From an optimization exercise on the open Yosys and OpenROAD flow, aimed at small area, a short achievable clock period and few clock cycles per item; shortcuts taken in it are not production practice.
In this exercise RTL edits were held to simulation tests only and were not proved equivalent to the original.

## run A
==> flow/design.v (excerpt) <==
module tv_div (
    input  logic        clk,
    input  logic        rst_n,
    input  logic        start,          
    input  logic        op_unsigned,    
    input  logic        op_rem,         
    input  logic [31:0] dividend,
    input  logic [31:0] divisor,
    output logic        busy,
    output logic        result_valid,
    output logic [31:0] result
);
export LEC_CHECK = 0
export ABC_AREA = 1
export CAP_MARGIN = 20
export CORE_MARGIN = 2
export CORE_UTILIZATION = 40
export SETUP_SLACK_MARGIN = 3.0
export SLEW_MARGIN = 20
create_clock -name core_clock -period 7.5 [get_ports {clk}]
standard.sh (not shown) runs the stock make flow with config.mk's settings and CLKGATE_MAP_FILE= SYNTH_SCRIPT=/design/flow/synth_recipe.tcl, a recipe that flattens the netlist after the stock synthesis.
==> flow/flow/run.sh <==
#!/bin/bash
# The standard layout, with the port buffers made of plain buffers (buf_2) instead of the
# default delay-buffer cell, and the resizer free to pick any cell footprint.
set -euo pipefail
bash standard.sh BUFFER_PORTS_ARGS="-buffer_cell sky130_fd_sc_hd__buf_2" MATCH_CELL_FOOTPRINT=0 finish > make_finish.log 2>&1
Run A: full flow OK, the timing, DRC and antenna checks passed
Testbench counts of run A, summed over its fixed seeds: cycles 10,379, divides 2,400.
Relative to run A, the following input files were edited for run B:
Settings: SETUP_SLACK_MARGIN: 3.0 -> 2.5; GPL_ROUTABILITY_DRIVEN: unset -> 0.
The total number of vias of run B is lower than that of run A. Run B: endpoint required time on the critical path is 0.04 ns lower than what run A reported. Count of placed standard cells in the final layout, fillers left out of run B falls short of that of run A by a few percent. Run B vs run A — number of gates resized after cts dropped 75%. Compared with run A, run B ends up with less cell area. Run A has a lower final critical-path share of the clock period than run B. Compared with run A, placement density in the core of run B is lower. In run B relative to run A, wire length reported by the detailed router had gone down by more than 10%.
## Diff of input files: run C against run B
Settings: PLACE_DENSITY: unset -> 0.42.
==> flow/flow/run.sh <==
#!/bin/bash
# The standard layout, with the port buffers made of plain buffers (buf_1) instead of the
# default delay-buffer cell, and the resizer free to pick any cell footprint.
set -euo pipefail
bash standard.sh BUFFER_PORTS_ARGS="-buffer_cell sky130_fd_sc_hd__buf_1" MATCH_CELL_FOOTPRINT=0 finish > make_finish.log 2>&1
### Flow results
- Run C did not stop at any stage, and its layout met the timing, DRC and antenna checks.
- Of run C and run B, it is run C that has the higher worst max-slew margin expressed relative to the limit.
- Final worst-path cycle share (lower): run C
- Compared with run B, in run C max-slew violation count saw little to no change; total length of routed met3 wires saw a decrease.
- Against run B, run C reports a non-clock buffer count that is lower.
- Summary: with run B as the reference, final cell count in run C moved down slightly.
- Taking run C over run B, the wire length the detailed router placed on met1 ratio works out to 1.12.
- Number of vias in the routed layout was higher in the run labelled run B.
- Run C: worst setup margin 0.025 ns above run B
Edits applied to the flow inputs when going from run C to run D:
Settings: SETUP_SLACK_MARGIN now 3.0, was 2.5; GPL_ROUTABILITY_DRIVEN no longer set, was 0; PLACE_DENSITY no longer set, was 0.42.
==> flow/flow/run.sh <==
#!/bin/bash
# The standard layout, with the port buffers made of plain buffers (buf_4) instead of the
# default delay-buffer cell, and the resizer free to pick any cell footprint.
set -euo pipefail
bash standard.sh BUFFER_PORTS_ARGS="-buffer_cell sky130_fd_sc_hd__buf_4" MATCH_CELL_FOOTPRINT=0 finish > make_finish.log 2>&1
==> comparison <==
Relative to run C, the final core utilization of run D is higher by 8.8 points.
Changes observed in run D relative to run C: number of combinational gates with multiple inputs barely changed; non-clock buffer count climbed 107; via density per instance climbed about 4%.
Run D completed every stage of the flow, and the final layout passed the timing, DRC and antenna checks.
Re hold slack: run D is 0.0047 ns down on run C.
Delta(overall routing resource usage, run D - run C) > 0
Looking at worst-path cell with the longest stage delay, the dfxtp_4 result is from run D; the dfxtp_1 one comes from run C.
Lower part of the cycle the worst path needs among run D and run C: run D
Cmp run D vs run C: fraction of standard cell area in multi-input logic lower in run D
Relative to run D, the following input files were edited for run E:
Settings: swapping 3.0 for 2.5 in SETUP_SLACK_MARGIN; putting GPL_ROUTABILITY_DRIVEN at 0 where nothing was set.
==> flow/flow/run.sh <==
#!/bin/bash
# The standard layout, with the port buffers made of plain buffers (buf_1) instead of the
# default delay-buffer cell, and the resizer free to pick any cell footprint.
set -euo pipefail
bash standard.sh BUFFER_PORTS_ARGS="-buffer_cell sky130_fd_sc_hd__buf_1" MATCH_CELL_FOOTPRINT=0 finish > make_finish.log 2>&1
### Flow results
The run showing the greater clock period minus worst slack is run E.
Per the comparison of run E with run D, synthesized area was more or less identical, worst setup slack after placement went down by 0.33 ns.

==> separate check: timing with driven ports <==
How much do the figures lean on ideal ports? The routed layouts below were timed once more, with nothing changed but the port constraints. Step 1 (the two cells are an assumption about what drives the block):
set clk [get_ports {clk}]
set_driving_cell -lib_cell sky130_fd_sc_hd__clkbuf_16 $clk
set_driving_cell -lib_cell sky130_fd_sc_hd__buf_2 [delete_from_list [all_inputs] $clk]
Step 2 moves the port delays by t, midway between the first and last clock arrival at a register: inputs arrive t later, outputs are due t later. That takes back most of the time a late clock gives input paths. a / b / c = ideal ports / drivers / drivers and shift; a / b = the first two.
run	t, ns	setup WS [ns]	clock arrival spread, ns
run A	0.429	2.853 / 2.853 / 2.853	0.022 / 0.021
run B	0.419	2.602 / 2.602 / 2.602	0.012 / 0.012
run C	0.430	2.627 / 2.627 / 2.627	0.016 / 0.016
run D	0.427	2.888 / 2.888 / 2.888	0.017 / 0.017
run E	0.430	2.630 / 2.630 / 2.630	0.013 / 0.013
After both steps setup and hold are still met in every run listed.
